This is an optimization exercise on Yosys and OpenROAD, whose aim is small area and a short achievable clock period, not a production implementation.
Function was checked by simulation only, so behaviour that the tests miss may differ from the original.
No driver is modelled on the clock port, so clocking that relies on it looks cheaper here than on a real chip.

### flow/flow/run.sh
#!/bin/bash
# The standard layout, with the port buffers made of the smallest buffer cell
# instead of the delay buffer buffer_ports picks by default.
set -euo pipefail
bash standard.sh BUFFER_PORTS_ARGS="-buffer_cell sky130_fd_sc_hd__buf_1" finish > standard_flow.log 2>&1
### flow/standard.sh
#!/bin/bash
# synth_recipe.tcl (not shown) runs the flow's synth.tcl, then flattens the netlist and writes it again
# the make line also repeats each setting of config.mk as NAME=value (left out here)
make -C /OpenROAD-flow-scripts/flow DESIGN_CONFIG=/design/flow/config.mk WORK_HOME=/design/flow/orfs CLKGATE_MAP_FILE= SYNTH_SCRIPT=/design/flow/synth_recipe.tcl "${@:-finish}"
### flow/config.mk
export PLATFORM = sky130hd
export DESIGN_NAME = tpu
export DESIGN_NICKNAME = tpu
export VERILOG_FILES = /design/flow/design.v
export SDC_FILE = /design/flow/constraint.sdc
export NUM_CORES = 4
export LEC_CHECK = 0
export ABC_AREA = 1
export CAP_MARGIN = 20
export CORE_MARGIN = 2
export CORE_UTILIZATION = 60
export CTS_BUF_LIST = sky130_fd_sc_hd__clkbuf_4 sky130_fd_sc_hd__clkbuf_8
export CTS_CLUSTER_DIAMETER = 60
export CTS_CLUSTER_SIZE = 18
export PLACE_DENSITY = 0.7
export SETUP_SLACK_MARGIN = 2.45
export SLEW_MARGIN = 20
export SYNTH_HIERARCHICAL = 1
export SYNTH_MINIMUM_KEEP_SIZE = 0
### flow/constraint.sdc
create_clock -name core_clock -period 6.0 [get_ports {clk}]
set_input_delay 1.2000 -clock core_clock [delete_from_list [all_inputs] [get_ports {clk}]]
set_output_delay 1.2000 -clock core_clock [all_outputs]
set_load 0.01 [all_outputs]
### flow/design.v
module mul8x11(neg, one, two, b, p);
    input [3:0] neg, one, two;
    input [10:0] b;
    output [18:0] p;
    wire [11:0] bx = {b[10], b};
    wire [11:0] b2 = {b, 1'b0};
    wire pp1;
    assign pp1 = (((one[0] & bx[0]) | (two[0] & b2[0])) ^ neg[0]);
    wire pp2;
    assign pp2 = (((one[0] & bx[1]) | (two[0] & b2[1])) ^ neg[0]);
    wire pp3;
    assign pp3 = (((one[0] & bx[2]) | (two[0] & b2[2])) ^ neg[0]);
    wire pp4;
    assign pp4 = (((one[0] & bx[3]) | (two[0] & b2[3])) ^ neg[0]);
    wire pp5;
    assign pp5 = (((one[0] & bx[4]) | (two[0] & b2[4])) ^ neg[0]);
    wire pp6;
    assign pp6 = (((one[0] & bx[5]) | (two[0] & b2[5])) ^ neg[0]);
    wire pp7;
    assign pp7 = (((one[0] & bx[6]) | (two[0] & b2[6])) ^ neg[0]);
    wire pp8;
    assign pp8 = (((one[0] & bx[7]) | (two[0] & b2[7])) ^ neg[0]);
    wire pp9;
    assign pp9 = (((one[0] & bx[8]) | (two[0] & b2[8])) ^ neg[0]);
    wire pp10;
    assign pp10 = (((one[0] & bx[9]) | (two[0] & b2[9])) ^ neg[0]);
    wire pp11;
    assign pp11 = (((one[0] & bx[10]) | (two[0] & b2[10])) ^ neg[0]);
    wire pp12;
    assign pp12 = ~(((one[0] & bx[11]) | (two[0] & b2[11])) ^ neg[0]);
    wire pp13;
    assign pp13 = (((one[1] & bx[0]) | (two[1] & b2[0])) ^ neg[1]);
    wire pp14;
    assign pp14 = (((one[1] & bx[1]) | (two[1] & b2[1])) ^ neg[1]);
    wire pp15;
    assign pp15 = (((one[1] & bx[2]) | (two[1] & b2[2])) ^ neg[1]);
    wire pp16;
    assign pp16 = (((one[1] & bx[3]) | (two[1] & b2[3])) ^ neg[1]);
    wire pp17;
    assign pp17 = (((one[1] & bx[4]) | (two[1] & b2[4])) ^ neg[1]);
    wire pp18;
    assign pp18 = (((one[1] & bx[5]) | (two[1] & b2[5])) ^ neg[1]);
    wire pp19;
    assign pp19 = (((one[1] & bx[6]) | (two[1] & b2[6])) ^ neg[1]);
    wire pp20;
    assign pp20 = (((one[1] & bx[7]) | (two[1] & b2[7])) ^ neg[1]);
    wire pp21;
    assign pp21 = (((one[1] & bx[8]) | (two[1] & b2[8])) ^ neg[1]);
    wire pp22;
    assign pp22 = (((one[1] & bx[9]) | (two[1] & b2[9])) ^ neg[1]);
    wire pp23;
    assign pp23 = (((one[1] & bx[10]) | (two[1] & b2[10])) ^ neg[1]);
    wire pp24;
    assign pp24 = ~(((one[1] & bx[11]) | (two[1] & b2[11])) ^ neg[1]);
    wire pp25;
    assign pp25 = (((one[2] & bx[0]) | (two[2] & b2[0])) ^ neg[2]);
    wire pp26;
    assign pp26 = (((one[2] & bx[1]) | (two[2] & b2[1])) ^ neg[2]);
    wire pp27;
    assign pp27 = (((one[2] & bx[2]) | (two[2] & b2[2])) ^ neg[2]);
    wire pp28;
    assign pp28 = (((one[2] & bx[3]) | (two[2] & b2[3])) ^ neg[2]);
    wire pp29;
    assign pp29 = (((one[2] & bx[4]) | (two[2] & b2[4])) ^ neg[2]);
    wire pp30;
    assign pp30 = (((one[2] & bx[5]) | (two[2] & b2[5])) ^ neg[2]);
    wire pp31;
    assign pp31 = (((one[2] & bx[6]) | (two[2] & b2[6])) ^ neg[2]);
    wire pp32;
    assign pp32 = (((one[2] & bx[7]) | (two[2] & b2[7])) ^ neg[2]);
    wire pp33;
    assign pp33 = (((one[2] & bx[8]) | (two[2] & b2[8])) ^ neg[2]);
    wire pp34;
    assign pp34 = (((one[2] & bx[9]) | (two[2] & b2[9])) ^ neg[2]);
    wire pp35;
    assign pp35 = (((one[2] & bx[10]) | (two[2] & b2[10])) ^ neg[2]);
    wire pp36;
    assign pp36 = ~(((one[2] & bx[11]) | (two[2] & b2[11])) ^ neg[2]);
    wire pp37;
    assign pp37 = (((one[3] & bx[0]) | (two[3] & b2[0])) ^ neg[3]);
    wire pp38;
    assign pp38 = (((one[3] & bx[1]) | (two[3] & b2[1])) ^ neg[3]);
    wire pp39;
    assign pp39 = (((one[3] & bx[2]) | (two[3] & b2[2])) ^ neg[3]);
    wire pp40;
    assign pp40 = (((one[3] & bx[3]) | (two[3] & b2[3])) ^ neg[3]);
    wire pp41;
    assign pp41 = (((one[3] & bx[4]) | (two[3] & b2[4])) ^ neg[3]);
    wire pp42;
    assign pp42 = (((one[3] & bx[5]) | (two[3] & b2[5])) ^ neg[3]);
    wire pp43;
    assign pp43 = (((one[3] & bx[6]) | (two[3] & b2[6])) ^ neg[3]);
    wire pp44;
    assign pp44 = (((one[3] & bx[7]) | (two[3] & b2[7])) ^ neg[3]);
    wire pp45;
    assign pp45 = (((one[3] & bx[8]) | (two[3] & b2[8])) ^ neg[3]);
    wire pp46;
    assign pp46 = (((one[3] & bx[9]) | (two[3] & b2[9])) ^ neg[3]);
    wire pp47;
    assign pp47 = (((one[3] & bx[10]) | (two[3] & b2[10])) ^ neg[3]);
    wire pp48;
    assign pp48 = ~(((one[3] & bx[11]) | (two[3] & b2[11])) ^ neg[3]);
    wire s49;
    assign s49 = ~pp12;
    wire s50;
    assign s50 = ~pp12;
    wire s51;
    assign s51 = ~pp35;
    wire s52;
    assign s52 = ~pp47;
    wire s53;
    wire c54;
    HA us53(neg[3], pp17, s53, c54);
    wire s55;
    wire c56;
    HA us55(pp18, pp28, s55, c56);
    wire s57;
    wire c58;
    HA us57(pp19, pp29, s57, c58);
    wire s59;
    wire c60;
    HA us59(pp10, pp20, s59, c60);
    wire s61;
    wire c62;
    HA us61(pp11, pp21, s61, c62);
    wire s63;
    wire c64;
    HA us63(pp22, pp32, s63, c64);
    wire s65;
    wire c66;
    HA us65(pp23, pp33, s65, c66);
    wire s67;
    wire c68;
    HA us67(pp12, pp24, s67, c68);
    wire s69;
    wire c70;
    HA us69(neg[2], pp15, s69, c70);
    wire s71;
    wire c72;
    HA us71(pp16, pp26, s71, c72);
    wire s73;
    wire c74;
    FA us73(pp27, pp37, pp7, s73, c74);
    wire s75;
    wire c76;
    FA us75(pp38, pp8, c54, s75, c76);
    wire s77;
    wire c78;
    FA us77(pp39, pp9, c56, s77, c78);
    wire s79;
    wire c80;
    FA us79(pp30, pp40, c58, s79, c80);
    wire s81;
    wire c82;
    FA us81(pp31, pp41, c60, s81, c82);
    wire s83;
    wire c84;
    FA us83(pp42, s49, c62, s83, c84);
    wire s85;
    wire c86;
    FA us85(pp43, s50, c64, s85, c86);
    wire s87;
    wire c88;
    FA us87(pp34, pp44, c66, s87, c88);
    wire s89;
    wire c90;
    HA us89(pp45, s51, s89, c90);
    wire s91;
    wire c92;
    HA us91(pp35, pp36, s91, c92);
    wire s93;
    wire c94;
    HA us93(neg[1], pp13, s93, c94);
    wire s95;
    wire c96;
    HA us95(pp14, pp4, s95, c96);
    wire s97;
    wire c98;
    FA us97(pp25, pp5, s69, s97, c98);
    wire s99;
    wire c100;
    FA us99(pp6, c70, s71, s99, c100);
    wire s101;
    wire c102;
    FA us101(c72, s53, s73, s101, c102);
    wire s103;
    wire c104;
    FA us103(s55, c74, s75, s103, c104);
    wire s105;
    wire c106;
    FA us105(s57, c76, s77, s105, c106);
    wire s107;
    wire c108;
    FA us107(s59, c78, s79, s107, c108);
    wire s109;
    wire c110;
    FA us109(s61, c80, s81, s109, c110);
    wire s111;
    wire c112;
    FA us111(s63, c82, s83, s111, c112);
    wire s113;
    wire c114;
    FA us113(s65, c84, s85, s113, c114);
    wire s115;
    wire c116;
    FA us115(s67, c86, s87, s115, c116);
    wire s117;
    wire c118;
    FA us117(c68, s89, c88, s117, c118);
    wire s119;
    wire c120;
    FA us119(pp46, c90, s91, s119, c120);
    wire s121;
    wire c122;
    HA us121(s52, c92, s121, c122);
    wire s123;
    wire c124;
    HA us123(pp47, pp48, s123, c124);
    wire [18:0] ra = {1'b1, s123, s121, s119, s117, s115, s113, s111, s109, s107, s105, s103, s101, s99, s97, s95, pp3, pp2, neg[0]};
    wire [18:0] rb = {c124, c122, c120, c118, c116, c114, c112, c110, c108, c106, c104, c102, c100, c98, c96, c94, s93, 1'b0, pp1};
    assign p = ra + rb;
endmodule
module FA(a, b, c, s, co);
    input a, b, c;
    output s, co;
    assign s = a ^ b ^ c;
    assign co = (a & b) | (a & c) | (b & c);
endmodule
module HA(a, b, s, co);
    input a, b;
    output s, co;
    assign s = a ^ b;
    assign co = a & b;
endmodule
`timescale 1ns/1ns
module tpu(
    o, d, w, clk, rst
);
    parameter arraySize = 8;
    output wire [24*arraySize-1:0] o;
    input  wire [8*arraySize-1:0] d;
    input  wire [8*arraySize-1:0] w;
    input   clk, rst;
    reg [2:0] age;
    always @(posedge clk, posedge rst)
        if (rst) age <= 3'd0;
        else if (age != 3'd7) age <= age + 3'd1;
    wire wvalid = (age == 3'd7);
    reg signed [10:0] p [1:8];
    integer k;
    always @(posedge clk, posedge rst)
        if (rst) begin
            for (k = 1; k <= 8; k = k + 1) p[k] <= 11'sd0;
        end else begin
            p[1] <= {{3{d[7]}}, d[7:0]};
            for (k = 2; k <= 8; k = k + 1)
                p[k] <= p[k-1] + {{3{d[8*k-1]}}, d[8*k-1 -: 8]};
        end
    reg signed [10:0] x [2:8];
    always @(posedge clk) begin
        x[2] <= p[8];
        for (k = 3; k <= 8; k = k + 1) x[k] <= x[k-1];
    end
    genvar i;
    generate
        for (i = 1; i <= arraySize; i = i + 1) begin : COL
            reg [7:0] wd [1:7];
            integer s;
            always @(posedge clk) begin
                wd[1] <= w[8*i-1 -: 8];
                for (s = 2; s <= 7; s = s + 1) wd[s] <= wd[s-1];
            end
            wire [7:0] wm = wvalid ? wd[7] : 8'd0;
            wire [8:0] we = {wm, 1'b0};
            reg [3:0] neg, one, two;
            integer q;
            always @(posedge clk, posedge rst)
                if (rst) begin
                    neg <= 4'd0; one <= 4'd0; two <= 4'd0;
                end else begin
                    for (q = 0; q < 4; q = q + 1) begin
                        neg[q] <= we[2*q+2];
                        one[q] <= we[2*q+1] ^ we[2*q];
                        two[q] <= (we[2*q+2] & ~we[2*q+1] & ~we[2*q]) |
                                  (~we[2*q+2] & we[2*q+1] & we[2*q]);
                    end
                end
            wire signed [10:0] xi;
            if (i == 1) begin : X1
                assign xi = p[8];
            end else begin : XN
                assign xi = x[i];
            end
            wire [18:0] prod;
            mul8x11 MUL(neg, one, two, xi, prod);
            reg [18:0] oreg;
            always @(posedge clk, posedge rst)
                if (rst) oreg <= 19'd0;
                else oreg <= prod;
            assign o[24*i-1 -: 24] = {{5{oreg[18]}}, oreg};
        end
    endgenerate
endmodule
==> qor.yml, run 1 <==
r2r_end: "COL[1].oreg[17]"
gr-usage-all-layers_pct: 24.9
place_inst: 5767
fillers: 5923
via_per_inst: 5.30
start_util_pct: 60.8
wl_met2_um: 44800
rrSetupSlack_ns: 2.57
rows: 98
skew_ns: 0.0260
vias: 31637
slew_violations: 0
path_clk_slew_ns: 0.11
synth_area_leaders: "dfxtp_1 24%, dfrtp_1 19%, ha_1 9.8%, xor2_1 9.1%, fa_1 7.7%"
syn-cell-area_sq_um: 43500
synthArstFlopShare_pct: 38.9
grt_max_degree: 138
dr.max_layer_used: "met5"
yosysTopAreaCell: "dfxtp_1"
hold_ws_ns: 0.320
drc: 0
drtPass1Iterations: 6
grt_pass1_wl_um: 151000
instances_no_fill: 5966
layout_min_cycle_time_ns: 3.43
drive_above_1_share_pct: 11.0
io_pins: 322
crit_chain: "clkinvlp_4 > buf_4 > o22ai_1 > xor2_1 > ha_1 > fa_1 > fa_1 > ha_1 > nand2_1 > nor2_1 > nand2_1 > nand3b_1 > nand3_1 > nand2_1"
hold_path_startpoint: "COL[5].wd[5][4]"
synth_edf_count: 0
grt_pass1_vias: 29835
drtIter0Drc: 1841
ys_ff_latch: 859
slew_headroom_pct: 42.9
met3_length_um: 4970
cp-start-kind: "flip-flop"
finalCritPeriodShare_pct: 57.1
nets: 5599
cts-root-buf: "clkbuf_8"
crit_slowest_cell: "fa_1"
end_kind: "flip-flop"
die_width_um: 273
finalHoldViolations: 0
wl_met1_um: 42200
critPathMaxFanout: 7
wl_um: 95200
antenna_found_initial: 4
synth_cell_types: 37
cts_inserted_buffers: 67
tightest_slew_ns: 0.857
netlist_instances: 4573
synth_area_per_cell_sq_um: 9.51
fmax_mhz: 292
ant_nets: 0
max_cap_violations: 0
max_stage_delay_ns: 0.47
synth.net_count: 5211
htreeDepth: 3
required_ns: 6.59
finish.utilization_pct: 67.3
ys_seq_area_share_pct: 43.4
tritoncts: "done"
setup_violations: 0
rsz0062_at_grt: "yes"
synthFlopType: "dfxtp_1"
reg2reg_depth: 14
core_sq_um: 71600
wl_per_cell_um: 15.9
place.gp.congestion: 0.971
ys_warn_count: 17
hold_end: "COL[5].wd[6][4]"
critPathMostFrequentCell: "nand2_1"
hold_depth: 0
dpl.hpwl_um: 73000
clock_latency_ns: 0.69
arrival_ns: 4.02
portBuffers: 321
synth_top_area_share_pct: 24.2
tns_ns: 0
dieArea_sq_um: 74700
grt.overflow.total: 0
clkSinkCount: 859
min_path_type: "flip-flop to flip-flop"
status: "finished clean"
r2r-start: "COL[1].two[0]"
path_class: "flip-flop to flip-flop"
die_y_um: 273
areaGrowthSynthToFinish_pct: 10.8
clk_path_buf_depth: 3
==> worst max-delay path: cells and delay by family, from the launching register on <==
kind | cells | cell delay (ns)
AO/OA/AOI/OAI | 1 | 0.17
XOR/XNOR | 1 | 0.18
adder cells (fa/ha/maj) | 4 | 1.46
buffers and inverters | 2 | 0.28
flip-flops | 1 | 0.45
AND/OR/NAND/NOR | 6 | 0.79
==> state kept, by name, summed over array words and instances, names as in the netlist <==
signal,count
COL.wd,448
x,77
COL.one,32
COL.oreg,152
p,83
COL.neg,32
age,3
COL.two,32
==> cells in the mapped netlist (65+ instances only) <==
cell type and instances:
inv_1 460, nand2_2 68, dfxtp_1 525, nand2_1 829, fa_1 167, o21ai_0 65
a21oi_1 148, o22ai_1 312, nor2_1 222, nand3_1 240, xor2_1 451, dfrtp_1 334
ha_1 341
==> modules after synthesis, one instance, submodules excluded <==
| module | cells | flip-flops and latches | cell area [sq um] | times used |
|---|---|---|---|---|
| HA | 1 | 0 | 12.5 | 128 |
| FA | 1 | 0 | 20.0 | 160 |
| tpu | 1781 | 859 | 24000 | 1 |
| mul8x11 | 313 | 0 | 1840 | 8 |
==> how the worst max path moves through the flow <==
stage	startpoint	end	slack (ns)	depth (start not counted)
final	COL[1].two[0]	COL[1].oreg[17]	2.57	14
after global routing	COL[2].one[1]	COL[2].oreg[17]	2.39	16
after CTS	COL[3].two[0]	COL[3].oreg[17]	2.39	13
after detailed placement	COL[3].neg[0]	COL[3].oreg[17]	2.33	12
after global placement	COL[4].neg[0]	COL[4].oreg[18]	2.39	14
after floorplan	rst	COL[1].neg[0]	0.34	1
==> area by class of cell <==
cell class | count | area, sq um | area share (%)
Timing Repair inverter | 11 | 60.1 | 0.125
Multi-Input combinational cell | 3085 | 22600 | 46.9
Clock inverter | 29 | 305 | 0.633
Sequential cell | 859 | 18900 | 39.3
Antenna cell | 1 | 2.50 | 0.00519
Timing Repair Buffer | 390 | 1750 | 3.63
Clock buffer | 94 | 1140 | 2.37
Inverter | 547 | 2210 | 4.59
Tap cell | 950 | 1190 | 2.47
==> through the flow <==
step | setup WS (ns) | cell area [sq um]
2_1_floorplan | 0.337 | 43500
3_3_place_gp | 2.39 | 45400
3_5_place_dp | 2.33 | 45400
4_1_cts | 2.39 | 46900
5_1_grt | 2.39 | 48200
6_report | 2.57 | 48200
==> routing by layer <==
layer  GRT usage (%)  vias to the layer above
met1            34.0                    14790
met5               0                        -
met2            40.7                      915
li1                -                    15722
met4            8.25                        6
met3            3.72                      204
==> cells in the final DEF, fill, tap and decap left out, types with 21 or more instances in the layout <==
cell / count
nand2_1: 821
dfxtp_1: 519
inv_1: 453
xor2_1: 449
buf_1: 321
ha_1: 309
dfrtp_1: 298
o22ai_1: 295
nand3_1: 240
nor2_1: 215
fa_1: 166
a21oi_1: 122
nand2_2: 76
clkbuf_8: 70
buf_4: 67
o21ai_0: 57
clkinvlp_4: 50
inv_2: 45
xnor2_1: 39
nand4_1: 37
dfrtp_2: 35
a21oi_2: 27
o21ai_1: 24
nand3b_1: 24
clkbuf_4: 24
ha_4: 22
nand3_2: 21
==> timing repair <==
item	CTS	global route
hold buffers	0	0
resized for setup	9	198
pin swaps	0	7
hold endpoints to repair	0	0
endpoints found under the setup margin	12	77
gates cloned	0	11
setup buffers	0	64
==> kinds of logic (layout without fill, tap and decap cells) <==
kind of cell / after synthesis / in the layout / share of synthesized area [%]
AOI/OAI and AO/OA: 610 / 610 / 8.54
xor gates and xnor gates: 490 / 490 / 9.86
adders and majority gates: 508 / 508 / 17.5
buffers and inverters: 629 / 1071 / 6.03
DFF: 859 / 859 / 43.4
muxes: 2 / 2 / 0.0518
other: 0 / 1 / 0
and+or+nand+nor: 1475 / 1475 / 14.7
==> run 2, diff against run 1 <==
==> flow/flow/run.sh (replaced) <==
#!/bin/bash
# The standard layout with two changes:
#  - the port buffers are the smallest buffer cell instead of the delay buffer
#    buffer_ports picks by default;
#  - after clock tree synthesis, the clock of the output registers is delayed a
#    little (flow/skew.tcl): they end the multiplier paths, the longest
#    register-to-register paths, and start only the paths to the outputs, which
#    have time to spare.
set -euo pipefail
PORTBUF='BUFFER_PORTS_ARGS=-buffer_cell sky130_fd_sc_hd__buf_1'
bash standard.sh "$PORTBUF" cts > 1_standard_to_cts.log 2>&1
R=$(pwd)/orfs/results/$FLOW_PLATFORM/tpu/base
IN_ODB=$R/4_cts.odb OUT_ODB=$R/4_cts_skew.odb SDC=$R/4_cts.sdc \
  DLY_CELL=sky130_fd_sc_hd__clkdlybuf4s15_1 BUF_CELL=sky130_fd_sc_hd__clkbuf_8 CHUNK=6 \
  openroad -no_init -exit flow/skew.tcl > 2_skew.log 2>&1
cp $R/4_cts_skew.odb $R/4_cts.odb
bash standard.sh "$PORTBUF" finish > 3_standard_finish.log 2>&1
==> flow/flow/skew.tcl (new file) <==
# Delays the clock of the output registers (COL[*].oreg[*]): they capture the
# multiplier, the design's longest register-to-register path, and launch only
# to the outputs, which have time to spare. Each column's output registers get
# one delay cell, fed from the leaf clock net most of them are on, driving one
# clock buffer per group of at most CHUNK nearby registers.
# env: IN_ODB OUT_ODB SDC DLY_CELL BUF_CELL CHUNK
set plat $::env(FLOW_HOME)/platforms/$::env(FLOW_PLATFORM)
read_lib $plat/lib/sky130_fd_sc_hd__tt_025C_1v80.lib
read_db $::env(IN_ODB)
read_sdc $::env(SDC)
source $plat/setRC.tcl
set_propagated_clock [all_clocks]
estimate_parasitics -placement
puts "before:"
report_worst_slack -max
report_worst_slack -min

set db [ord::get_db]
set block [ord::get_db_block]
set dly_m [$db findMaster $::env(DLY_CELL)]
set buf_m [$db findMaster $::env(BUF_CELL)]
array set groups {}
foreach inst [$block getInsts] {
  set n [$inst getName]
  if {![string match {COL*oreg*} $n]} continue
  if {![regexp {COL[^0-9]*([0-9]+)} $n -> col]} { error "no column in $n" }
  lappend groups($col) $inst
}
proc centroid { regs } {
  set sx 0; set sy 0
  foreach r $regs { set loc [$r getLocation]; incr sx [lindex $loc 0]; incr sy [lindex $loc 1] }
  return [list [expr {$sx / [llength $regs]}] [expr {$sy / [llength $regs]}]]
}
set k 0
set nb 0
foreach grp [lsort [array names groups]] {
  set regs $groups($grp)
  # source: the leaf clock net that most of the column's registers are on
  array unset votes
  foreach r $regs { set nn [[[$r findITerm CLK] getNet] getName]; if {[info exists votes($nn)]} {incr votes($nn)} else {set votes($nn) 1} }
  set best ""; set bv 0
  foreach nn [array names votes] { if {$votes($nn) > $bv} { set bv $votes($nn); set best $nn } }
  set net [$block findNet $best]
  # one delay cell per column
  set dly [odb::dbInst_create $block $dly_m "oskew_dly_$k"]
  set n1 [odb::dbNet_create $block "oskew_n1_$k"]
  $n1 setSigType CLOCK
  [$dly findITerm A] connect $net
  [$dly findITerm X] connect $n1
  set c [centroid $regs]
  $dly setLocation [lindex $c 0] [lindex $c 1]
  $dly setPlacementStatus PLACED
  # the column's registers split along their longer spread into chunks, one
  # clock buffer each
  set xs {}; set ys {}
  foreach r $regs { set l [$r getLocation]; lappend xs [lindex $l 0]; lappend ys [lindex $l 1] }
  set xs [lsort -integer $xs]; set ys [lsort -integer $ys]
  set axis [expr {([lindex $xs end] - [lindex $xs 0]) > ([lindex $ys end] - [lindex $ys 0]) ? 0 : 1}]
  set keyed {}
  foreach r $regs { lappend keyed [list [lindex [$r getLocation] $axis] $r] }
  set sorted {}
  foreach p [lsort -integer -index 0 $keyed] { lappend sorted [lindex $p 1] }
  set nchunks [expr {([llength $sorted] + $::env(CHUNK) - 1) / $::env(CHUNK)}]
  set per [expr {([llength $sorted] + $nchunks - 1) / $nchunks}]
  for {set i 0} {$i < [llength $sorted]} {incr i $per} {
    set chunk [lrange $sorted $i [expr {$i + $per - 1}]]
    set buf [odb::dbInst_create $block $buf_m "oskew_buf_$nb"]
    set n2 [odb::dbNet_create $block "oskew_n2_$nb"]
    $n2 setSigType CLOCK
    [$buf findITerm A] connect $n1
    [$buf findITerm X] connect $n2
    foreach r $chunk { set ck [$r findITerm CLK]; $ck disconnect; $ck connect $n2 }
    set c [centroid $chunk]
    $buf setLocation [lindex $c 0] [lindex $c 1]
    $buf setPlacementStatus PLACED
    incr nb
  }
  puts "column $grp: [llength $regs] registers from $best, $nchunks buffers"
  incr k
}
puts "inserted $k delay cells and $nb buffers"
global_connect
detailed_placement
check_placement -verbose
estimate_parasitics -placement
puts "after:"
report_worst_slack -max
report_worst_slack -min
report_checks -from [all_registers] -to [all_registers] -format end -group_path_count 2
report_checks -to [all_outputs] -format end -group_path_count 2
report_checks -path_delay min -format end -group_path_count 5
set worst 0
foreach inst [$block getInsts] {
  if {![string match {COL*oreg*} [$inst getName]]} continue
  set pin [get_pins -of_objects [get_cells [$inst getName]] -filter "name == CLK"]
  foreach s [list [get_property $pin slew_max_rise] [get_property $pin slew_max_fall]] {
    if {$s > $worst} { set worst $s }
  }
}
puts "worst output-register clock slew: $worst"
write_db $::env(OUT_ODB)
--- a/flow/config.mk
+++ b/flow/config.mk
@@ -13,7 +13,6 @@
 export CTS_CLUSTER_DIAMETER = 60
 export CTS_CLUSTER_SIZE = 18
 export PLACE_DENSITY = 0.7
-export SETUP_SLACK_MARGIN = 2.45
 export SLEW_MARGIN = 20
 export SYNTH_HIERARCHICAL = 1
 export SYNTH_MINIMUM_KEEP_SIZE = 0
==> run 2 against run 1 <==
Still clean on timing, DRC and antenna; worst hold slack got worse by 0.23 ns; non-clock buffer count shrank 24; core utilization decreased by 1.1 points; first-iteration DRC count grew 2.8%; cell count fell by 0.57%; global-route usage grew 0.43 points; critical path type is now flip-flop to primary output; largest cell class unchanged.
==> qor.yml, run 2 <==
required_ns: 4.80  # -1.79 ns
io_pins: 322  # unchanged
start_util_pct: 60.8  # unchanged
design_area_sq_um: 47400  # -1.7%
synth_area_leaders: "dfxtp_1 24%, dfrtp_1 19%, ha_1 9.8%, xor2_1 9.1%, fa_1 7.7%"
clock_latency_ns: 1.28  # +0.59 ns
largest_registers: "COL.wd x448, COL.oreg x152, p x83"
drtPass1Iterations: 5  # -1
drive_above_1_share_pct: 6.47  # -4.6 points
placed_area_sq_um: 45400  # unchanged
min_path_type: "flip-flop to flip-flop"
ctsResizeCount: 0  # -9
endpoint: "o[68]"
ant_nets: 0  # unchanged
reg2reg_depth: 14  # unchanged
drtIter0Drc: 1893  # +2.8%
cts_setup_buffers: 0  # unchanged
synthArstFlopShare_pct: 38.9  # unchanged
drc: 0  # unchanged
clk_path_buf_depth: 3  # unchanged
mostFrequentLayoutCell: "nand2_1"
cts_hold_buffers: 0  # unchanged
netlist_instances: 4573  # unchanged
finish.utilization_pct: 66.2  # -1.1 points
path_class: "flip-flop to primary output"
cp-start-kind: "flip-flop"
wl_um: 94600  # -0.55%
place.gp.congestion: 0.971  # unchanged
critPathLaunch: "COL[3].oreg[18]"
grt_pass1_vias: 30270  # +1.5%
crit_chain: "buf_1"
grt_max_degree: 138  # unchanged
areaGrowthSynthToFinish_pct: 8.91
critPathMaxFanout: 6  # -1
tritoncts: "done"
gr-usage-all-layers_pct: 25.3  # +0.43 points
synthFlopType: "dfxtp_1"
post-synth-top-count-cell: "nand2_1"
fmax_mhz: 318  # +9.0%
wl_per_cell_um: 16.0  # about the same
largest_reg_flops: 448  # unchanged
cts-root-buf: "clkbuf_8"
dieArea_sq_um: 74700  # unchanged
yosysTopAreaCell: "dfxtp_1"
finalCritPeriodShare_pct: 52.4  # -4.7 points
layout_min_cycle_time_ns: 3.14  # -0.282 ns
tightest_slew_ns: 0.844  # -0.0134 ns
end_kind: "primary output"
path_depth: 1  # -13
dpl.hpwl_um: 73000  # unchanged
ys_ff_latch: 859  # unchanged
nets: 5564  # -0.63%
max_stage_delay_ns: 0.50  # +0.03 ns
grt_pass1_wl_um: 153000  # +1.6%
path_clk_slew_ns: 0.09  # -0.02 ns
mostFrequentLayoutCells: "829 x nand2_1, 525 x dfxtp_1, 459 x inv_1, 451 x xor2_1, 340 x ha_1"
worst-path-buf-inv: 1  # -1
antenna_found_initial: 4  # unchanged
r2r-start: "COL[5].neg[0]"
ys_warn_count: 17  # unchanged
vias: 31281  # -1.1%
synth_cell_types: 37  # unchanged
core_sq_um: 71600  # unchanged
rsz0062_at_grt: "no"
htreeDepth: 3  # unchanged
syn-cell-area_sq_um: 43500  # unchanged
tns_ns: 0  # unchanged
status: "finished clean"
r2r_end: "COL[5].oreg[18]"
rrSetupSlack_ns: 2.86  # +0.28 ns
synth_common_cells: "829 x nand2_1, 525 x dfxtp_1, 460 x inv_1"
cts_inserted_buffers: 67  # unchanged
skew_ns: 0.623  # +0.597 ns
clkSinkCount: 859  # unchanged
path_delay_family: "flip-flops"
die_y_um: 273  # unchanged
setup_violations: 0  # unchanged
ys_seq_area_share_pct: 43.4  # unchanged
via_per_inst: 5.27  # -0.56%
synth.net_count: 5211  # unchanged
arrival_ns: 1.94  # -2.08 ns
crit_slowest_cell: "dfrtp_1"
finalHoldViolations: 0  # unchanged
synth_edf_count: 0  # unchanged
slew_violations: 0  # unchanged
slew_headroom_pct: 43.7  # +0.89 points
portBuffers: 321  # unchanged
grt.overflow.total: 0  # unchanged
rows: 98  # unchanged
regMostFlops: "COL.wd"
die_width_um: 273  # unchanged
synth_area_per_cell_sq_um: 9.51  # unchanged
synth_top_area_share_pct: 24.2  # unchanged
max_cap_violations: 0  # unchanged
run 2: cell counts after synthesis:
No cell type changed its count.
run 2: per-layer routing:
layer | routed length, um | track usage, % | vias to the layer above
met5 | 40 | 0 | -
met4 | 3220 | 8.86 | 6
met3 | 4760 | 4.12 | 208
met2 | 44300 | 41.3 | 853
met1 | 42300 | 34.3 | 14557
li1 | - | - | 15657
run 2: modules after synthesis, one instance, submodules excluded:
module / cells / flops+latches / times used
tpu: 1781 / 859 / 1
HA: 1 / 0 / 128
FA: 1 / 0 / 160
mul8x11: 313 / 0 / 8
run 2: cell families (layout without fill, tap and decap cells):
| family | Yosys count | in the layout | synth area share (%) |
|---|---|---|---|
| mux | 2 | 2 | 0.0518 |
| simple gates | 1475 | 1475 | 14.7 |
| xor+xnor | 490 | 490 | 9.86 |
| flops | 859 | 859 | 43.4 |
| fa+ha+maj | 508 | 508 | 17.5 |
| other cells | 0 | 2 | 0 |
| buf+inv | 629 | 1036 | 6.03 |
| compound gates | 610 | 610 | 8.54 |
run 2: metrics by stage:
step	setup slack, ns	hold slack (ns)	std cells
3_3_place_gp	2.39	0.310	5767
2_1_floorplan	0.337	0.310	4573
6_report	2.86	0.0937	5932
5_1_grt	2.67	0.128	5931
3_5_place_dp	2.33	0.312	5767
4_1_cts	2.30	0.325	5890
run 2: worst min path at each step:
| stage | start | endpoint | slack, ns | cells past startpoint |
|---|---|---|---|---|
| 2_1_floorplan | COL[1].wd[1][0] | COL[1].wd[2][0] | 0.31 | 0 |
| 3_3_place_gp | COL[5].wd[1][6] | COL[5].wd[2][6] | 0.31 | 0 |
| 3_5_place_dp | COL[5].wd[5][2] | COL[5].wd[6][2] | 0.31 | 0 |
| 4_1_cts | COL[5].wd[5][4] | COL[5].wd[6][4] | 0.32 | 0 |
| 5_1_grt | COL[7].one[0] | COL[7].oreg[0] | 0.13 | 3 |
| 6_report | COL[7].one[0] | COL[7].oreg[0] | 0.09 | 3 |
run 2: cell type report:
class | count | area (sq um)
fill | 6033 | 24200
multi-input combinational | 3085 | 22000
sequential | 859 | 18900
inverter | 547 | 2060
timing repair buffer | 326 | 1270
tap | 950 | 1190
clock buffer | 94 | 1140
buffer | 40 | 520
clock inverter | 29 | 305
antenna | 2 | 5.00
==> run 3, diff against run 2 <==
--- a/flow/flow/run.sh
+++ b/flow/flow/run.sh
@@ -14,4 +14,4 @@
   DLY_CELL=sky130_fd_sc_hd__clkdlybuf4s15_1 BUF_CELL=sky130_fd_sc_hd__clkbuf_8 CHUNK=6 \
   openroad -no_init -exit flow/skew.tcl > 2_skew.log 2>&1
 cp $R/4_cts_skew.odb $R/4_cts.odb
-bash standard.sh "$PORTBUF" finish > 3_standard_finish.log 2>&1
+bash standard.sh "$PORTBUF" SETUP_SLACK_MARGIN=3.0 finish > 3_standard_finish.log 2>&1
==> run 3 against run 2 <==
Sequential share of layout area is 1.0 points lower; worst hold slack gained 0.031 ns; cell count up 1.2%; core utilization is 1.9 points higher; critical path depth unchanged; register-to-register slack better by 0.22 ns; critical path type unchanged; synthesized cell count unchanged; first-iteration DRC count is 0.48% higher; setup slack better by 0.043 ns; non-clock buffer count grew 64; highest routed layer unchanged.
==> qor.yml, run 3 <==
tritoncts: "done"
ant_nets: 0  # unchanged
fmax_mhz: 322  # +1.4%
antenna_found_initial: 4  # unchanged
path_clk_slew_ns: 0.09  # about the same
netlist_instances: 4573  # unchanged
post-place-ws_ns: 2.33  # unchanged
grt_pass1_wl_um: 153000  # unchanged
synth_area_leaders: "dfxtp_1 24%, dfrtp_1 19%, ha_1 9.8%, xor2_1 9.1%, fa_1 7.7%"
max_cap_violations: 0  # unchanged
min_path_type: "flip-flop to flip-flop"
grt_max_degree: 138  # unchanged
rrSetupSlack_ns: 3.08  # +0.22 ns
largest_registers: "COL.wd x448, COL.oreg x152, p x83"
drtPass1Iterations: 5  # unchanged
critPathMaxFanout: 6  # unchanged
gr-usage-all-layers_pct: 25.3  # unchanged
clk_path_buf_depth: 3  # unchanged
synth_top_area_share_pct: 24.2  # unchanged
grt-busiest-layer: "met2"
mostFrequentLayoutCells: "827 x nand2_1, 518 x dfxtp_1, 452 x inv_1, 451 x xor2_1, 324 x ha_1"
grtUsageMet3_pct: 4.12  # unchanged
design_area_sq_um: 48800  # +2.9%
finalHoldViolations: 0  # unchanged
setup_violations: 0  # unchanged
endpoint: "o[138]"
die_y_um: 273  # unchanged
portBuffers: 321  # unchanged
drtIter0Drc: 1902  # +0.48%
synth_common_cells: "829 x nand2_1, 525 x dfxtp_1, 460 x inv_1"
start_util_pct: 60.8  # unchanged
synth.net_count: 5211  # unchanged
drc: 0  # unchanged
grt_util_met2_pct: 41.3  # unchanged
fillers: 5874  # -2.6%
regMostFlops: "COL.wd"
critPathLaunch: "COL[6].oreg[18]"
nets: 5636  # +1.3%
crit_slowest_cell: "dfrtp_2"
grt.overflow.total: 0  # unchanged
io_pins: 322  # unchanged
layout_min_cycle_time_ns: 3.10  # -0.0426 ns
dpl.hpwl_um: 73000  # unchanged
grt_pass1_vias: 30270  # unchanged
crit_chain: "buf_2"
slew_violations: 0  # unchanged
htreeDepth: 3  # unchanged
synthFlopType: "dfxtp_1"
status: "finished clean"
fin_ws_ns: 2.90  # +0.0426 ns
post-synth-top-count-cell: "nand2_1"
place.gp.congestion: 0.971  # unchanged
ys_warn_count: 17  # unchanged
skew_ns: 0.637  # +0.0144 ns
drive_above_1_share_pct: 13.8  # +7.4 points
multi_input_area_sq_um: 22300  # +1.4%
grt_use_met1_pct: 34.3  # unchanged
via_per_inst: 5.29  # +0.36%
slew_headroom_pct: 42.6  # -1.1 points
end_kind: "primary output"
ff_latch_area_sq_um: 18900  # +0.29%
dieArea_sq_um: 74700  # unchanged
path_class: "flip-flop to primary output"
finish.utilization_pct: 68.1  # +1.9 points
tns_ns: 0  # unchanged
rsz0062_at_grt: "yes"
yosysTopAreaCell: "dfxtp_1"
cts_inserted_buffers: 67  # unchanged
ys_seq_area_share_pct: 43.4  # unchanged
syn-cell-area_sq_um: 43500  # unchanged
hold_path_startpoint: "COL[7].neg[0]"
vias: 31768  # +1.6%
areaGrowthSynthToFinish_pct: 12.1
required_ns: 4.80  # about the same
clkSinkCount: 859  # unchanged
path_delay_family: "flip-flops"
core_sq_um: 71600  # unchanged
synthArstFlopShare_pct: 38.9  # unchanged
ys_ff_latch: 859  # unchanged
synth_cell_types: 37  # unchanged
placed_area_sq_um: 45400  # unchanged
tightest_slew_ns: 0.861  # +0.0171 ns
clock_latency_ns: 1.29  # about the same
wl_um: 96400  # +1.9%
r2r-start: "COL[2].one[1]"
rows: 98  # unchanged
largest_reg_flops: 448  # unchanged
path_depth: 1  # unchanged
synth_area_per_cell_sq_um: 9.51  # unchanged
mostFrequentLayoutCell: "nand2_1"
wl_per_cell_um: 16.1  # +0.71%
cp-start-kind: "flip-flop"
reg2reg_depth: 15  # +1
hold_ws_ns: 0.125  # +0.0311 ns
r2r_end: "COL[2].oreg[18]"
finalCritPeriodShare_pct: 51.7  # -0.71 points
cts-root-buf: "clkbuf_8"
arrival_ns: 1.90  # -0.04 ns
cts_hold_buffers: 0  # unchanged
max_stage_delay_ns: 0.49  # about the same
die_width_um: 273  # unchanged
worst-path-buf-inv: 1  # unchanged
synth_edf_count: 0  # unchanged
==> run 3: what timing repair did <==
action	in CTS	in global routing
resized for setup	0	383
endpoints found under the setup margin	0	234
setup buffers	0	64
==> run 3: per-stage QoR <==
stage | std cells
after floorplan | 4573
after global placement | 5767
after detailed placement | 5767
after CTS | 5890
after global routing | 6003
final | 6003
==> run 3: cells by family after synthesis <==
group | after synthesis | synth area share [%]
compound gates | 610 | 8.54
simple gates | 1475 | 14.7
fa+ha+maj | 508 | 17.5
mux | 2 | 0.0518
flops | 859 | 43.4
xor+xnor | 490 | 9.86
buf+inv | 629 | 6.03
==> run 3: Yosys stat by module, one instance, submodules excluded <==
module   flops+latches  copies in the design  cells
mul8x11              0                     8    313
FA                   0                   160      1
HA                   0                   128      1
tpu                859                     1   1781
==> run 3: worst min-delay path by stage <==
stage	to	slack [ns]	depth (start not counted)
detailed placement	COL[5].wd[6][2]	0.31	0
floorplan	COL[1].wd[2][0]	0.31	0
finish	COL[7].oreg[0]	0.12	1
global route	COL[2].oreg[8]	0.15	3
CTS	COL[5].wd[6][4]	0.32	0
global placement	COL[5].wd[2][6]	0.31	0
==> run 3: metal layers <==
metal,wire length (um),vias to the layer above
met5,40,-
met3,5020,217
met1,42600,14862
met4,3370,6
met2,45400,900
li1,-,15783
==> run 3: area by class of cell <==
type	instances	share of cell area (%)
flip-flops and latches	859	38.8
repair buffers	390	4.31
repair inverters	8	0.0924
diodes	1	0.00513
clock inverters	29	0.626
inverters	547	4.53
multi-input cells	3085	45.8
well taps	950	2.44
clock buffers	94	2.34
plain buffers	40	1.07
==> run 4, diff against run 3 <==
--- a/flow/design.v
+++ b/flow/design.v
@@ -246,19 +246,30 @@
         if (rst) age <= 3'd0;
         else if (age != 3'd7) age <= age + 3'd1;
     wire wvalid = (age == 3'd7);
-    reg signed [10:0] p [1:8];
-    integer k;
+    wire signed [7:0] d1 = d[7:0],   d2 = d[15:8],  d3 = d[23:16], d4 = d[31:24];
+    wire signed [7:0] d5 = d[39:32], d6 = d[47:40], d7 = d[55:48], d8 = d[63:56];
+    reg signed [7:0]  p1;
+    reg signed [8:0]  p2;
+    reg signed [9:0]  p3, p4;
+    reg signed [10:0] p5, p6, p7, p8;
     always @(posedge clk, posedge rst)
         if (rst) begin
-            for (k = 1; k <= 8; k = k + 1) p[k] <= 11'sd0;
+            p1 <= 8'sd0;  p2 <= 9'sd0;  p3 <= 10'sd0; p4 <= 10'sd0;
+            p5 <= 11'sd0; p6 <= 11'sd0; p7 <= 11'sd0; p8 <= 11'sd0;
         end else begin
-            p[1] <= {{3{d[7]}}, d[7:0]};
-            for (k = 2; k <= 8; k = k + 1)
-                p[k] <= p[k-1] + {{3{d[8*k-1]}}, d[8*k-1 -: 8]};
+            p1 <= d1;
+            p2 <= p1 + d2;
+            p3 <= p2 + d3;
+            p4 <= p3 + d4;
+            p5 <= p4 + d5;
+            p6 <= p5 + d6;
+            p7 <= p6 + d7;
+            p8 <= p7 + d8;
         end
+    integer k;
     reg signed [10:0] x [2:8];
     always @(posedge clk) begin
-        x[2] <= p[8];
+        x[2] <= p8;
         for (k = 3; k <= 8; k = k + 1) x[k] <= x[k-1];
     end
     genvar i;
@@ -287,7 +298,7 @@
                 end
             wire signed [10:0] xi;
             if (i == 1) begin : X1
-                assign xi = p[8];
+                assign xi = p8;
             end else begin : XN
                 assign xi = x[i];
             end
--- a/flow/config.mk
+++ b/flow/config.mk
@@ -8,11 +8,11 @@
 export ABC_AREA = 1
 export CAP_MARGIN = 20
 export CORE_MARGIN = 2
-export CORE_UTILIZATION = 60
+export CORE_UTILIZATION = 70
 export CTS_BUF_LIST = sky130_fd_sc_hd__clkbuf_4 sky130_fd_sc_hd__clkbuf_8
 export CTS_CLUSTER_DIAMETER = 60
 export CTS_CLUSTER_SIZE = 18
-export PLACE_DENSITY = 0.7
+export PLACE_DENSITY = 0.75
 export SLEW_MARGIN = 20
 export SYNTH_HIERARCHICAL = 1
 export SYNTH_MINIMUM_KEEP_SIZE = 0
==> run 4 against run 3 <==
Critical endpoint is now o[67]; worst hold slack better by 0.022 ns; still clean; area after synthesis is 0.42% lower; maximum frequency is 0.75% lower; cell count is 3.2% lower.
==> qor.yml, run 4 <==
drtPass1Iterations: 8  # +3
setup_violations: 0  # unchanged
clock_latency_ns: 1.33  # +0.04 ns
dpl.hpwl_um: 73400  # +0.58%
rrSetupSlack_ns: 3.03  # -0.05 ns
path_clk_slew_ns: 0.10  # about the same
design_area_sq_um: 48500  # -0.48%
fillers: 4125  # -30%
status: "finished clean"
r2r_end: "COL[1].oreg[18]"
multi_input_area_sq_um: 22300  # about the same
post-synth-top-count-cell: "nand2_1"
worst-path-buf-inv: 1  # unchanged
drtIter0Drc: 2896  # +52%
ys_seq_area_share_pct: 43.4  # +0.066 points
slew_violations: 0  # unchanged
synth.net_count: 5184  # -0.52%
required_ns: 4.80  # about the same
tritoncts: "done"
fmax_mhz: 320  # -0.75%
cts-root-buf: "clkbuf_8"
mostFrequentLayoutCell: "nand2_1"
io_pins: 322  # unchanged
nets: 5606  # -0.53%
portBuffers: 321  # unchanged
path_class: "flip-flop to primary output"
crit_chain: "buf_6"
min_path_type: "flip-flop to flip-flop"
via_per_inst: 5.60  # +5.9%
end_kind: "primary output"
grt_pass1_wl_um: 151000  # -1.1%
finalCritPeriodShare_pct: 52.1  # +0.39 points
cts_inserted_buffers: 61  # -9.0%
path_depth: 1  # unchanged
tightest_slew_ns: 0.948  # +0.0868 ns
critPathLaunch: "COL[3].oreg[18]"
finalHoldViolations: 0  # unchanged
areaGrowthSynthToFinish_pct: 12.0  # about the same
synth_area_per_cell_sq_um: 9.53  # +0.15%
synth_common_cells: "821 x nand2_1, 525 x dfxtp_1, 457 x inv_1"
critPathMaxFanout: 6  # unchanged
grt_max_degree: 154  # +12%
rows: 91  # -7.1%
largest_registers: "COL.wd x448, COL.oreg x152, x x77"
rsz0062_at_grt: "yes"
start_util_pct: 70.5  # +9.7 points
antenna_found_initial: 4  # unchanged
ys_warn_count: 16  # -1
tns_ns: 0  # unchanged
yosysTopAreaCell: "dfxtp_1"
ys_ff_latch: 857  # -0.23%
drc: 0  # unchanged
max_stage_delay_ns: 0.52  # +0.03 ns
arrival_ns: 1.93  # +0.03 ns
endpoint: "o[67]"
wl_per_cell_um: 17.0  # +6.1%
syn-cell-area_sq_um: 43300  # -0.42%
synth_edf_count: 0  # unchanged
htreeDepth: 2  # -1
slew_headroom_pct: 36.8  # -5.8 points
path_delay_family: "flip-flops"
die_width_um: 253  # -7.5%
drive_above_1_share_pct: 14.0  # +0.17 points
ff_latch_area_sq_um: 18900  # -0.25%
synth_top_area_share_pct: 24.3  # +0.10 points
synth_area_leaders: "dfxtp_1 24%, dfrtp_1 19%, ha_1 9.8%, xor2_1 9.1%, fa_1 7.7%"
clk_path_buf_depth: 3  # unchanged
netlist_instances: 4547  # -0.57%
place.gp.congestion: 0.981  # +1.0%
synthArstFlopShare_pct: 38.7  # -0.14 points
skew_ns: 0.633  # -0.00385 ns
vias: 32557  # +2.5%
dieArea_sq_um: 63900  # -14%
crit_slowest_cell: "dfrtp_2"
cp-start-kind: "flip-flop"
mostFrequentLayoutCells: "810 x nand2_1, 522 x dfxtp_1, 448 x xor2_1, 444 x inv_1, 318 x ha_1"
max_cap_violations: 0  # unchanged
ant_nets: 0  # unchanged
layout_min_cycle_time_ns: 3.13  # +0.0234 ns
clkSinkCount: 857  # -0.23%
grt_pass1_vias: 30431  # +0.53%
largest_reg_flops: 448  # unchanged
regMostFlops: "COL.wd"
r2r-start: "COL[1].two[1]"
grt.overflow.total: 0  # unchanged
core_sq_um: 61500  # -14%
gr-usage-all-layers_pct: 29.5  # +4.1 points
die_y_um: 253  # -7.5%
wl_um: 99000  # +2.7%
synthFlopType: "dfxtp_1"
reg2reg_depth: 15  # unchanged
placed_area_sq_um: 45000  # -0.82%
synth_cell_types: 35  # -5.4%
[run 4: cell count changes in the layout (fill, tap and decap cells not counted), sizes merged, moves of 3 or more]
cell,change
buf,+25
clkbuf,-25
inv,-6
clkinv,-9
nor2,-7
nand3,-3
nand2,-8
[run 4: cells by family after synthesis]
kind of cell,share of synthesized area [%]
simple gates,14.5
compound gates,8.58
buf+inv,5.98
xor+xnor,9.89
flops,43.4
fa+ha+maj,17.5
mux,0.0520
[run 4: worst min path at each step]
| stage | start | endpoint | slack (ns) | depth (start not counted) |
|---|---|---|---|---|
| 2_1_floorplan | COL[1].wd[1][0] | COL[1].wd[2][0] | 0.31 | 0 |
| 3_3_place_gp | COL[1].wd[6][5] | COL[1].wd[7][5] | 0.31 | 0 |
| 3_5_place_dp | COL[5].wd[6][4] | COL[5].wd[7][4] | 0.31 | 0 |
| 4_1_cts | COL[6].wd[5][2] | COL[6].wd[6][2] | 0.28 | 0 |
| 5_1_grt | COL[1].neg[0] | COL[1].oreg[0] | 0.13 | 1 |
| 6_report | COL[1].neg[0] | COL[1].oreg[0] | 0.15 | 1 |
[run 4: metal layers]
metal | part of all wire, % | GRT usage (%) | vias to the layer above
met2 | 49 | 49.9 | 1250
met4 | 3.5 | 10.3 | 6
li1 | - | - | 15728
met3 | 6.2 | 4.22 | 252
met5 | 0.036 | 0 | -
met1 | 41 | 38.8 | 15321
[run 4: area by class of cell]
class                      count  area share, %
antenna                        1        0.00516
buffer                        40           1.07
clock buffer                  96           2.32
clock inverter                18          0.552
inverter                     543           4.55
multi-input combinational   3065           46.0
sequential                   857           38.9
tap                          790           2.04
timing repair buffer         389           4.44
timing repair inverter        12          0.144
[run 4: per-stage QoR]
step / hold WS (ns) / utilization (%) / cells / setup slack (ns)
2_1_floorplan: 0.310 / - / 4547 / 0.365
5_1_grt: 0.129 / 78.9 / 5811 / 2.81
3_3_place_gp: 0.310 / 73.2 / 5580 / 2.45
3_5_place_dp: 0.312 / 73.2 / 5580 / 2.35
4_1_cts: 0.279 / 75.5 / 5694 / 2.29
6_report: 0.147 / 78.9 / 5811 / 2.87
[run 4: what timing repair did]
item	in CTS	in global routing
buffers inserted	0	63
hold endpoints to repair	0	2
hold buffers	0	1
endpoints found under the setup margin	0	217
resized for setup	0	417
[run 4: worst reg2reg max path, stage by stage (launching register included)]
cell and delay [ns]:
dfrtp_1 0.41, clkinvlp_4 0.22, o22ai_1 0.21, xor2_1 0.18, ha_1 0.20, fa_1 0.44, fa_1 0.45, ha_1 0.39
nand2_1 0.17, nor2_1 0.17, nand3_1 0.12, nand3_2 0.15, nand2_1 0.11, nand2_1 0.09, nand2_1 0.07, nand2_1 0.09
[run 4: modules after synthesis (local to each module, per instance)]
module | cells inside | area [sq um]
FA | 1 | 20.0
HA | 1 | 12.5
tpu | 1755 | 23800
mul8x11 | 313 | 1840
==> run 5, diff against run 4 <==
--- a/flow/config.mk
+++ b/flow/config.mk
@@ -8,11 +8,11 @@
 export ABC_AREA = 1
 export CAP_MARGIN = 20
 export CORE_MARGIN = 2
-export CORE_UTILIZATION = 70
+export CORE_UTILIZATION = 60
 export CTS_BUF_LIST = sky130_fd_sc_hd__clkbuf_4 sky130_fd_sc_hd__clkbuf_8
 export CTS_CLUSTER_DIAMETER = 60
 export CTS_CLUSTER_SIZE = 18
-export PLACE_DENSITY = 0.75
+export PLACE_DENSITY = 0.7
 export SLEW_MARGIN = 20
 export SYNTH_HIERARCHICAL = 1
 export SYNTH_MINIMUM_KEEP_SIZE = 0
==> run 5 against run 4 <==
Design area is essentially flat; first-iteration DRC count shrank 16%; area after synthesis is the same; global-route usage shrank 4.0 points; sequential cell count is the same; die area grew 16%; synthesized cell count is the same; non-clock buffer count grew 2; clock skew grew 0.0031 ns; maximum frequency grew 0.53%.
==> qor.yml, run 5 <==
die_y_um: 273  # +7.9%
post-place-ws_ns: 2.36  # +0.00160 ns
syn-cell-area_sq_um: 43300  # unchanged
max_cap_violations: 0  # unchanged
setup_violations: 0  # unchanged
grt_max_degree: 144  # -6.5%
critPathMaxFanout: 6  # unchanged
die_width_um: 273  # +7.9%
layout_min_cycle_time_ns: 3.11  # -0.0165 ns
r2r_end: "COL[2].oreg[18]"
ff_latch_area_sq_um: 18900  # about the same
cts-root-buf: "clkbuf_8"
portBuffers: 321  # unchanged
io_pins: 322  # unchanged
drtIter0Drc: 2437  # -16%
hold_path_startpoint: "COL[3].neg[0]"
largest_reg_flops: 448  # unchanged
mostFrequentLayoutCells: "817 x nand2_1, 519 x dfxtp_1, 448 x xor2_1, 447 x inv_1, 328 x ha_1"
arrival_ns: 1.91  # -0.02 ns
finalCritPeriodShare_pct: 51.8  # -0.27 points
rows: 98  # +7.7%
synth_cell_types: 35  # unchanged
ant_nets: 0  # unchanged
vias: 31634  # -2.8%
grt_pass1_vias: 30424  # -0.023%
yosysTopAreaCell: "dfxtp_1"
synth.net_count: 5184  # unchanged
wl_per_cell_um: 16.0  # -6.0%
rrSetupSlack_ns: 3.05  # +0.02 ns
clock_latency_ns: 1.32  # about the same
grt_pass1_wl_um: 154000  # +1.7%
synth_area_per_cell_sq_um: 9.53  # unchanged
drive_above_1_share_pct: 13.7  # -0.26 points
skew_ns: 0.636  # +0.00311 ns
drc: 0  # unchanged
crit_chain: "buf_1"
path_clk_slew_ns: 0.10  # about the same
grt.overflow.total: 0  # unchanged
tightest_slew_ns: 1.08  # +0.132 ns
synth_top_area_share_pct: 24.3  # unchanged
clkSinkCount: 857  # unchanged
synthArstFlopShare_pct: 38.7  # unchanged
fin_ws_ns: 2.89  # +0.0165 ns
multi_input_area_sq_um: 22200  # -0.72%
design_area_sq_um: 48500  # about the same
antenna_found_initial: 3  # -1
slew_violations: 0  # unchanged
netlist_instances: 4547  # unchanged
htreeDepth: 3  # +1
start_util_pct: 60.6  # -9.9 points
required_ns: 4.80  # about the same
synth_common_cells: "821 x nand2_1, 525 x dfxtp_1, 457 x inv_1"
min_path_type: "flip-flop to flip-flop"
drtPass1Iterations: 8  # unchanged
mostFrequentLayoutCell: "nand2_1"
placed_area_sq_um: 45200  # +0.44%
ys_seq_area_share_pct: 43.4  # unchanged
ys_warn_count: 16  # unchanged
post-synth-top-count-cell: "nand2_1"
synthFlopType: "dfxtp_1"
finish.utilization_pct: 67.9  # -11 points
nets: 5611  # +0.089%
via_per_inst: 5.29  # -5.5%
cts_inserted_buffers: 67  # +9.8%
hold_depth: 1  # unchanged
place.gp.congestion: 0.955  # -2.6%
fillers: 5843  # +42%
cp-start-kind: "flip-flop"
rsz0062_at_grt: "yes"
status: "finished clean"
dieArea_sq_um: 74400  # +16%
regMostFlops: "COL.wd"
clk_path_buf_depth: 3  # unchanged
reg2reg_depth: 14  # -1
tns_ns: 0  # unchanged
dpl.hpwl_um: 72400  # -1.4%
tritoncts: "done"
core_sq_um: 71500  # +16%
finalHoldViolations: 0  # unchanged
max_stage_delay_ns: 0.45  # -0.07 ns
path_delay_family: "flip-flops"
synth_edf_count: 0  # unchanged
gr-usage-all-layers_pct: 25.5  # -4.0 points
path_class: "flip-flop to primary output"
fmax_mhz: 322  # +0.53%
synth_area_leaders: "dfxtp_1 24%, dfrtp_1 19%, ha_1 9.8%, xor2_1 9.1%, fa_1 7.7%"
slew_headroom_pct: 28.0  # -8.8 points
largest_registers: "COL.wd x448, COL.oreg x152, x x77"
worst-path-buf-inv: 1  # unchanged
r2r-start: "COL[2].one[1]"
crit_slowest_cell: "dfrtp_2"
end_kind: "primary output"
wl_um: 95700  # -3.3%
hold_end: "COL[3].oreg[0]"
areaGrowthSynthToFinish_pct: 12.0  # about the same
ys_ff_latch: 857  # unchanged
## run 5: cell types whose count changed in the layout (fill, tap and decap cells not counted), moves of 5 or more
cell / delta
clkbuf_2: +33
buf_6: -14
buf_1: -12
ha_1: +10
clkbuf_8: +9
buf_2: -7
nand2_1: +7
nand2_2: -7
o22ai_1: +7
o22ai_2: -7
clkbuf_4: -6
ha_4: -6
buf_4: +5
## run 5: cell families after synthesis
group	after synthesis	synth area share, %
buffers and inverters	625	5.98
AOI/OAI and AO/OA	611	8.58
DFF	857	43.4
muxes	2	0.0520
adders and majority gates	507	17.5
and+or+nand+nor	1456	14.5
xor gates and xnor gates	489	9.89
## run 5: repair_timing
item / 4_1_cts / 5_1_grt
hold buffers: 0 / 1
endpoints found under the setup margin: 0 / 225
hold endpoints to repair: 0 / 15
resized for setup: 0 / 355
buffers inserted: 0 / 65
## run 5: through the flow
step                      cells  hold slack (ns)
after floorplan            4547            0.310
after global placement     5740            0.310
after detailed placement   5740            0.312
after CTS                  5862            0.311
after global routing       5978            0.143
final                      5978            0.117
## run 5: area by class of cell
type	count	area share, %
clock inverters	23	0.572
plain buffers	40	1.07
diodes	1	0.00516
multi-input cells	3065	45.6
well taps	950	2.45
repair buffers	391	4.25
inverters	543	4.52
repair inverters	9	0.108
flip-flops and latches	857	38.9
clock buffers	99	2.48
## run 5: worst max path at each step
stage	start	end	slack, ns	cells after the start
2_1_floorplan	rst	COL[1].neg[0]	0.37	1
3_3_place_gp	COL[3].neg[0]	COL[3].oreg[17]	2.38	12
3_5_place_dp	COL[4].neg[0]	COL[4].oreg[18]	2.36	14
4_1_cts	COL[4].neg[0]	COL[4].oreg[18]	2.34	14
5_1_grt	COL[4].oreg[18]	o[95]	2.79	1
6_report	COL[4].oreg[18]	o[92]	2.89	1
## run 5: modules after synthesis, one instance, submodules excluded
module | cells inside | copies in the design
mul8x11 | 313 | 8
tpu | 1755 | 1
HA | 1 | 128
FA | 1 | 160
## run 5: metal layers
metal	GRT usage [%]	up-vias	routed length, um	part of all wire (%)
met4	8.17	4	2930	3.1
met1	34.5	14806	42200	44
li1	-	15715	-	-
met3	4.09	175	5280	5.5
met5	0	-	30	0.031
met2	42.0	934	45300	47
## run 5: worst reg2reg max path: cells and delay by family, from the launching register on
kind	cells	cell delay [ns]
adders and majority gates	4	1.52
and+or+nand+nor	7	0.76
AOI/OAI and AO/OA	1	0.26
xor gates and xnor gates	1	0.21
DFF	1	0.43
buffers and inverters	1	0.20
==> run 6, diff against run 5 <==
--- a/flow/flow/run.sh
+++ b/flow/flow/run.sh
@@ -14,4 +14,4 @@
   DLY_CELL=sky130_fd_sc_hd__clkdlybuf4s15_1 BUF_CELL=sky130_fd_sc_hd__clkbuf_8 CHUNK=6 \
   openroad -no_init -exit flow/skew.tcl > 2_skew.log 2>&1
 cp $R/4_cts_skew.odb $R/4_cts.odb
-bash standard.sh "$PORTBUF" SETUP_SLACK_MARGIN=3.0 finish > 3_standard_finish.log 2>&1
+bash standard.sh "$PORTBUF" SETUP_SLACK_MARGIN=3.2 finish > 3_standard_finish.log 2>&1
==> run 6 against run 5 <==
Die area unchanged; via count up 3.5%; synthesized cell count is the same; register-to-register slack got worse by 0.02 ns.
==> qor.yml, run 6 <==
status: "finished clean"
arrival_ns: 1.94  # +0.03 ns
drtPass1Iterations: 5  # -3
cts_inserted_buffers: 67  # unchanged
die_y_um: 273  # unchanged
synth_common_cells: "821 x nand2_1, 525 x dfxtp_1, 457 x inv_1"
netlist_instances: 4547  # unchanged
hold_ws_ns: 0.118  # +0.00168 ns
ys_ff_latch: 857  # unchanged
ant_nets: 0  # unchanged
design_area_sq_um: 52200  # +7.5%
mostFrequentLayoutCells: "716 x nand2_1, 512 x dfxtp_1, 433 x xor2_1, 424 x inv_1, 288 x dfrtp_1"
clk_path_buf_depth: 3  # unchanged
hold_path_startpoint: "COL[4].one[0]"
max_cap_violations: 0  # unchanged
hold_depth: 3  # +2
yosysTopAreaCell: "dfxtp_1"
fmax_mhz: 319  # -0.83%
layout_min_cycle_time_ns: 3.14  # +0.0261 ns
synth_xor_area_share_pct: 9.89  # unchanged
vias: 32747  # +3.5%
setup_violations: 0  # unchanged
clkSinkCount: 857  # unchanged
tritoncts: "done"
largest_reg_flops: 448  # unchanged
cp-start-kind: "flip-flop"
synth_top_family_by_area: "adder cells"
hold_end: "COL[4].oreg[0]"
finalHoldViolations: 0  # unchanged
place.gp.congestion: 0.955  # unchanged
regMostFlops: "COL.wd"
path_clk_slew_ns: 0.10  # about the same
areaGrowthSynthToFinish_pct: 20.5
io_pins: 322  # unchanged
path_class: "flip-flop to primary output"
cts-root-buf: "clkbuf_8"
clock_latency_ns: 1.34  # +0.02 ns
crit_chain: "buf_1"
min_path_type: "flip-flop to flip-flop"
synth.area.mux_share_pct: 0.0520  # unchanged
rsz0062_at_grt: "yes"
reg2reg_depth: 16  # +2
wl_um: 102000  # +6.1%
die_width_um: 273  # unchanged
ys_seq_area_share_pct: 43.4  # unchanged
path_delay_family: "flip-flops"
r2r-start: "COL[5].one[1]"
portBuffers: 321  # unchanged
gr-usage-all-layers_pct: 25.5  # unchanged
drive_above_1_share_pct: 24.7  # +11 points
synth_area_per_cell_sq_um: 9.53  # unchanged
synth_area_leaders: "dfxtp_1 24%, dfrtp_1 19%, ha_1 9.8%, xor2_1 9.1%, fa_1 7.7%"
grt_pass1_wl_um: 154000  # unchanged
dieArea_sq_um: 74400  # unchanged
mostFrequentLayoutCell: "nand2_1"
synthAdderAreaFrac_pct: 17.5  # unchanged
largest_registers: "COL.wd x448, COL.oreg x152, x x77"
synthFlopType: "dfxtp_1"
htreeDepth: 3  # unchanged
skew_ns: 0.662  # +0.0259 ns
synthArstFlopShare_pct: 38.7  # unchanged
drc: 0  # unchanged
rrSetupSlack_ns: 3.03  # -0.02 ns
worst-path-buf-inv: 1  # unchanged
tns_ns: 0  # unchanged
slew_headroom_pct: 28.9  # +0.93 points
dpl.hpwl_um: 72400  # unchanged
r2r_end: "COL[5].oreg[18]"
==> run 6: cell count changes in the layout (fill, tap and decap cells not counted), moves of 34 or more <==
cell / previous run / this run
o22ai_1: 311 / 243
buf_4: 66 / 144
a21oi_1: 129 / 88
nand2_2: 72 / 145
nor2_1: 212 / 178
o22ai_2: 1 / 58
ha_1: 328 / 233
ha_4: 6 / 66
nand2_1: 817 / 716
ha_2: 6 / 41
==> run 6: metrics by stage <==
| step | worst slack, ns | std cells | utilization (%) |
|---|---|---|---|
| finish | 2.86 | 6089 | 73.0 |
| global route | 2.79 | 6089 | 73.0 |
| CTS | 2.34 | 5862 | 65.4 |
| detailed placement | 2.36 | 5740 | 63.3 |
| global placement | 2.38 | 5740 | 63.3 |
| floorplan | 0.365 | 4547 | - |
==> run 6: layout make-up <==
type,instances,area [sq um],share of cell area [%]
Timing Repair Buffer,500,3060,5.87
Clock inverter,23,278,0.532
Multi-Input combinational cell,3065,24800,47.4
Buffer,40,520,0.997
Clock buffer,99,1210,2.31
Timing Repair inverter,10,62.6,0.120
Tap cell,950,1190,2.28
Inverter,543,2230,4.28
Sequential cell,857,18900,36.2
Antenna cell,2,5.00,0.00959
==> run 6: layer usage <==
metal | routed length (um) | track usage (%)
met1 | 43600 | 34.5
met2 | 49400 | 42.0
met4 | 3140 | 8.17
met5 | 25 | 0
met3 | 5450 | 4.09
==> run 6: kinds of logic after synthesis <==
kind of cell	Yosys count
buf+inv	625
mux	2
compound gates	611
fa+ha+maj	507
flops	857
simple gates	1456
xor+xnor	489
==> run 6: what timing repair did <==
item | 4_1_cts | 5_1_grt
buffers inserted | 0 | 174
endpoints found under the setup margin | 0 | 283
hold endpoints to repair | 0 | 15
gates resized for setup | 0 | 992
hold buffers | 0 | 1
==> run 6: how the worst max path moves through the flow <==
stage | cells past startpoint | slack [ns] | from | end
final | 1 | 2.86 | COL[4].oreg[18] | o[92]
after CTS | 14 | 2.34 | COL[4].neg[0] | COL[4].oreg[18]
after detailed placement | 14 | 2.36 | COL[4].neg[0] | COL[4].oreg[18]
after global routing | 1 | 2.79 | COL[4].oreg[18] | o[95]
after global placement | 12 | 2.38 | COL[3].neg[0] | COL[3].oreg[17]
after floorplan | 1 | 0.37 | rst | COL[1].neg[0]
==> run 6: per-module statistics from Yosys, one instance, submodules excluded <==
module   cells  flops+latches  copies in the design  cell area, sq um
FA           1              0                   160              20.0
HA           1              0                   128              12.5
mul8x11    313              0                     8              1840
tpu       1755            857                     1             23800

[re-timing with driven ports]
No port has a modelled driver above. Below, the same layouts with a new extraction and two added sets of constraints.
Step 1 (the two cells are an assumption about what drives the block):
set clk [get_ports {clk}]
set_driving_cell -lib_cell sky130_fd_sc_hd__clkbuf_16 $clk
set_driving_cell -lib_cell sky130_fd_sc_hd__buf_2 [delete_from_list [all_inputs] $clk]
Step 2, shift: input delay + t, output delay - t, t = (earliest + latest rising clock arrival at the registers) / 2. This alone moves slack from input paths to output paths.
a / b / c = ideal ports / drivers / drivers and shift; a / b = the first two.
| run | t, ns | setup slack, ns | latest minus earliest clock arrival (ns) | worst data-port slew with drivers (ns) | cell pins on the clock port's net |
|---|---|---|---|---|---|
| run 1 | 0.746 | 2.573 / 2.573 / 2.573 | 0.035 / 0.035 | 0.07 | 1 |
| run 2 | 1.031 | 2.855 / 2.785 / 2.864 | 0.630 / 0.630 | 0.07 | 1 |
| run 3 | 1.036 | 2.898 / 2.829 / 3.078 | 0.644 / 0.643 | 0.07 | 1 |
| run 4 | 1.061 | 2.874 / 2.810 / 2.659 | 0.673 / 0.674 | 0.07 | 1 |
| run 5 | 1.036 | 2.891 / 2.827 / 2.710 | 0.691 / 0.691 | 0.10 | 1 |
| run 6 | 1.048 | 2.865 / 2.802 / 2.688 | 0.718 / 0.717 | 0.10 | 1 |
In 5 of these runs the clock reaches the registers at very different times; t lies between them, and the last value is a rough guide only. For run 4, which loses most, drivers alone change the setup slack by -0.064 ns; drivers and shift together by -0.215 ns. The worst setup slack also covers recovery checks on asynchronous resets.
